Background: an optimization exercise with open tools, aiming at small area and a short achievable clock period. Do not read the settings as production practice. Function was checked by simulation only, so behaviour that the tests miss may differ from the original.

==> inputs of amber <==
Design Integrator, start of the top module:
module Integrator
          (clk,
           reset,
           In,
           Out);
export LEC_CHECK = 0
export CAP_MARGIN = 20
export CORE_MARGIN = 2
export CORE_UTILIZATION = 40
export CTS_BUF_LIST = sky130_fd_sc_hd__clkbuf_4 sky130_fd_sc_hd__clkbuf_8
export CTS_CLUSTER_DIAMETER = 60
export CTS_CLUSTER_SIZE = 12
export PLACE_DENSITY = 0.85
export SETUP_SLACK_MARGIN = 4
export SLEW_MARGIN = 20
export SYNTH_HIERARCHICAL = 1
export SYNTH_MINIMUM_KEEP_SIZE = 0
create_clock -name core_clock -period 14.0 [get_ports {clk}]
standard.sh (not shown) runs the stock make flow with config.mk's settings and CLKGATE_MAP_FILE= SYNTH_SCRIPT=/design/flow/synth_recipe.tcl, a recipe that flattens the netlist after the stock synthesis.
==> flow/flow/run.sh <==
#!/bin/bash
# Layout flow: the standard synthesis and ORFS layout (standard.sh) with two
# changes to how the layout is made:
#  - the input and output ports get plain buffer cells (buffer_ports
#    -buffer_cell) instead of the delay cells buffer_ports picks by itself;
#  - clock tree synthesis adds no dummy loads (-dont_use_dummy_load); the
#    other CTS arguments are the ones ORFS builds from config.mk.
# Each step's full output goes to a log file here (ORFS keeps its own per-step
# logs under orfs/logs).
set -euo pipefail
export BUFFER_PORTS_ARGS="-buffer_cell sky130_fd_sc_hd__buf_2"
export CTS_ARGS="-sink_clustering_enable -repair_clock_nets -sink_clustering_size 12 -sink_clustering_max_diameter 60 -root_buf sky130_fd_sc_hd__clkbuf_8 -buf_list {sky130_fd_sc_hd__clkbuf_4} -dont_use_dummy_load"
bash standard.sh synth > run_synth.log 2>&1
bash standard.sh > run_layout.log 2>&1
==> yarrow: changes against amber <==
--- a/flow/flow/run.sh
+++ b/flow/flow/run.sh
@@ -9,6 +9,6 @@
 # logs under orfs/logs).
 set -euo pipefail
 export BUFFER_PORTS_ARGS="-buffer_cell sky130_fd_sc_hd__buf_2"
-export CTS_ARGS="-sink_clustering_enable -repair_clock_nets -sink_clustering_size 12 -sink_clustering_max_diameter 60 -root_buf sky130_fd_sc_hd__clkbuf_8 -buf_list {sky130_fd_sc_hd__clkbuf_4} -dont_use_dummy_load"
+export CTS_ARGS="-sink_clustering_enable -repair_clock_nets -sink_clustering_size 30 -sink_clustering_max_diameter 100 -buf_list {sky130_fd_sc_hd__clkbuf_4 sky130_fd_sc_hd__clkbuf_8} -dont_use_dummy_load"
 bash standard.sh synth > run_synth.log 2>&1
 bash standard.sh > run_layout.log 2>&1
CTS_CLUSTER_DIAMETER = 100   (was 60)
CTS_CLUSTER_SIZE = 30   (was 12)
==> qor summary <==
| item | yarrow | amber |
|---|---|---|
| Result of the run | timing/DRC/antenna clean | timing/DRC/antenna clean |
| Register-to-register setup slack | 8330 ps | 8330 ps |
| Termination of the worst setup path | Out[19] | Out[19] |
| Met2 Routed Length | 6470 um | 6470 um |
| Cell type with the largest total area after synthesis | sky130_fd_sc_hd__fa_1 | sky130_fd_sc_hd__fa_1 |
| EDFF count, synth | 0 | 0 |
| Unrepaired setup endpoints after global routing | no | no |
| Combined area of the multi-input logic cells | 4090 um^2 | 4090 um^2 |
| Worst Reg-to-Reg Cells | 15 | 15 |
| Min Hold Slack | 350 ps | 350 ps |
| Tcrit/Tclk final | 0.669 | 0.669 |
| Count of cell types in the netlist | 13 | 13 |
| Depth of the critical timing path with buffers and inverters included | 15 | 15 |

---

==> inputs of 11-02 <==
Another version of the RTL of Integrator (not shown whole).
Settings: LEC_CHECK=0, CAP_MARGIN=20, CORE_MARGIN=2, CORE_UTILIZATION=40, CTS_BUF_LIST=sky130_fd_sc_hd__clkbuf_4 sky130_fd_sc_hd__clkbuf_8, CTS_CLUSTER_DIAMETER=100, CTS_CLUSTER_SIZE=30, PLACE_DENSITY=0.85, SETUP_SLACK_MARGIN=4.7, SLEW_MARGIN=20, SYNTH_HIERARCHICAL=1, SYNTH_MINIMUM_KEEP_SIZE=0; clock period 14.0 ns.
==> flow/flow/run.sh <==
#!/bin/bash
# Layout flow: the standard synthesis and ORFS layout (standard.sh) with two
# changes to how the layout is made:
#  - the input and output ports get plain buffer cells (buffer_ports
#    -buffer_cell) instead of the delay cells buffer_ports picks by itself;
#  - clock tree synthesis adds no dummy loads (-dont_use_dummy_load); the
#    other CTS arguments are the ones ORFS builds from config.mk.
# Each step's full output goes to a log file here (ORFS keeps its own per-step
# logs under orfs/logs).
set -euo pipefail
export BUFFER_PORTS_ARGS="-buffer_cell sky130_fd_sc_hd__buf_2"
export CTS_ARGS="-sink_clustering_enable -repair_clock_nets -sink_clustering_size 30 -sink_clustering_max_diameter 100 -buf_list {sky130_fd_sc_hd__clkbuf_4 sky130_fd_sc_hd__clkbuf_8} -dont_use_dummy_load"
bash standard.sh synth > run_synth.log 2>&1
bash standard.sh > run_layout.log 2>&1
==> 07-19 (differences from 11-02) <==
--- a/flow/design.v
+++ b/flow/design.v
@@ -10,25 +10,23 @@
   output  signed [21:0] Out;
   reg  [20:0] x1;    
   reg  [20:0] v;     
   reg         vc;    
   reg  [21:0] y1;    
   reg  [21:0] y2;    
   wire [20:0] x = In[20:0];
   wire ts0, tc0;
-  Integrator_xnor1 u_fa0s (.a(~v[1]), .b(~v[5]), .y(ts0));
-  Integrator_or1 u_fa0c (.a(~v[1]), .b(~v[5]), .y(tc0));
+  Integrator_fa1 u_fa0 (.a(~v[1]), .b(~v[5]), .s(ts0), .co(tc0));
   wire ts1, tc1;
   Integrator_fa u_fa1 (.a(~v[2]), .b(~v[6]), .c(tc0), .s(ts1), .co(tc1));
   wire ts2, tc2;
   Integrator_fa u_fa2 (.a(~v[0]), .b(~v[3]), .c(~v[7]), .s(ts2), .co(tc2));
   wire ts3, tc3;
-  Integrator_xnor1 u_fa3s (.a(~v[1]), .b(~v[4]), .y(ts3));
-  Integrator_or1 u_fa3c (.a(~v[1]), .b(~v[4]), .y(tc3));
+  Integrator_fa1 u_fa3 (.a(~v[1]), .b(~v[4]), .s(ts3), .co(tc3));
   wire ts4, tc4;
   Integrator_fa u_fa4 (.a(~v[8]), .b(tc2), .c(ts3), .s(ts4), .co(tc4));
   wire ts5, tc5;
   Integrator_fa u_fa5 (.a(v[0]), .b(~v[2]), .c(~v[5]), .s(ts5), .co(tc5));
   wire ts6, tc6;
   Integrator_fa u_fa6 (.a(~v[9]), .b(tc3), .c(ts5), .s(ts6), .co(tc6));
   wire ts7, tc7;
   Integrator_fa u_fa7 (.a(v[1]), .b(~v[10]), .c(~v[3]), .s(ts7), .co(tc7));
@@ -100,18 +98,17 @@
   Integrator_fa u_fa40 (.a(v[11]), .b(x1[9]), .c(~v[13]), .s(ts40), .co(tc40));
   wire ts41, tc41;
   Integrator_fa u_fa41 (.a(~v[16]), .b(~v[20]), .c(tc36), .s(ts41), .co(tc41));
   wire ts42, tc42;
   Integrator_fa u_fa42 (.a(tc37), .b(ts40), .c(tc38), .s(ts42), .co(tc42));
   wire ts43, tc43;
   Integrator_fa u_fa43 (.a(ts41), .b(tc39), .c(ts42), .s(ts43), .co(tc43));
   wire ts44, tc44;
-  Integrator_xnor1 u_fa44s (.a(~v[1]), .b(~x[1]), .y(ts44));
-  Integrator_or1 u_fa44c (.a(~v[1]), .b(~x[1]), .y(tc44));
+  Integrator_fa1 u_fa44 (.a(~v[1]), .b(~x[1]), .s(ts44), .co(tc44));
   wire ts45, tc45;
   Integrator_ha u_ha45 (.a(~v[2]), .b(~x[2]), .s(ts45), .co(tc45));
   wire ts46, tc46;
   Integrator_ha u_ha46 (.a(~v[3]), .b(~x[3]), .s(ts46), .co(tc46));
   wire ts47, tc47;
   Integrator_fa u_fa47 (.a(~v[0]), .b(~v[4]), .c(~x[0]), .s(ts47), .co(tc47));
   wire ts48, tc48;
   Integrator_ha u_ha48 (.a(~x[4]), .b(tc46), .s(ts48), .co(tc48));
@@ -862,25 +859,21 @@
   assign Out = y;
 endmodule   
 module Integrator_fa (a, b, c, s, co);
   input a, b, c;
   output s, co;
   assign s = a ^ b ^ c;
   assign co = (a & b) | (a & c) | (b & c);
 endmodule
-module Integrator_xnor1 (a, b, y);
+module Integrator_fa1 (a, b, s, co);
   input a, b;
-  output y;
-  assign y = ~(a ^ b);
-endmodule
-module Integrator_or1 (a, b, y);
-  input a, b;
-  output y;
-  assign y = a | b;
+  output s, co;
+  assign s = ~(a ^ b);
+  assign co = a | b;
 endmodule
 module Integrator_ha (a, b, s, co);
   input a, b;
   output s, co;
   assign s = a ^ b;
   assign co = a & b;
 endmodule
 module Integrator_han (a, b, s, co);
--- a/flow/config.mk
+++ b/flow/config.mk
@@ -7,12 +7,12 @@
 export LEC_CHECK = 0
 export CAP_MARGIN = 20
 export CORE_MARGIN = 2
 export CORE_UTILIZATION = 40
 export CTS_BUF_LIST = sky130_fd_sc_hd__clkbuf_4 sky130_fd_sc_hd__clkbuf_8
 export CTS_CLUSTER_DIAMETER = 100
 export CTS_CLUSTER_SIZE = 30
 export PLACE_DENSITY = 0.85
-export SETUP_SLACK_MARGIN = 4.7
+export SETUP_SLACK_MARGIN = 4
 export SLEW_MARGIN = 20
 export SYNTH_HIERARCHICAL = 1
 export SYNTH_MINIMUM_KEEP_SIZE = 0
==> metrics.md <==
| Metric | Value |
|---|---|
| Status | finished clean |
| Peak Freq | 0.108 GHz |
| Critical Path AT | 6470 ps |
| Sequential portion of the cell area | 0.294 |
| Post-synthesis adder-cell area fraction | 0.420 |
| Vias in the first global route | 4,263 |
| Bufs w/o clock | 62 |
the above is filed under 11-02

==> metrics.md <==
| Metric | Value |
|---|---|
| Sequential portion of the cell area | 0.306 |
| Status | finished clean |
| Bufs w/o clock | 45 |
| Post-synthesis adder-cell area fraction | 0.424 |
| Critical Path AT | 6610 ps |
| Peak Freq | 0.106 GHz |
| Synth warn | 7 |
the above is filed under 07-19

[static timing again, ports no longer ideal]
The results above use ideal ports. As a check the final layouts listed here were re-extracted and re-timed, cells and wires unchanged.
Step 1 (the two cells are an assumption about what drives the block):
set clk [get_ports {clk}]
set_driving_cell -lib_cell sky130_fd_sc_hd__clkbuf_16 $clk
set_driving_cell -lib_cell sky130_fd_sc_hd__buf_2 [delete_from_list [all_inputs] $clk]
Step 2 adds t to the input delays and takes it off the output delays; t is the mean of the earliest and latest rising clock arrival at the registers after step 1. Input paths then give back, and output paths get back, about the clock's delay inside the block.
a / b / c = no drivers / after step 1 / after step 2; a / b = the first two.
| run | shift t [ns] | setup WS [ns] | worst data-port slew with drivers (ns) |
|---|---|---|---|
| amber | 0.394 | 4.630 / 4.597 / 4.597 | 0.06 |
| yarrow | 0.394 | 4.630 / 4.597 / 4.597 | 0.06 |
| 11-02 | 0.384 | 4.725 / 4.644 / 4.644 | 0.08 |
| 07-19 | 0.395 | 4.590 / 4.569 / 4.569 | 0.05 |
After both steps every run listed still meets setup and hold. The setup slack of 11-02, which loses most, moves by -0.081 ns with the drivers and by -0.081 ns with both steps.
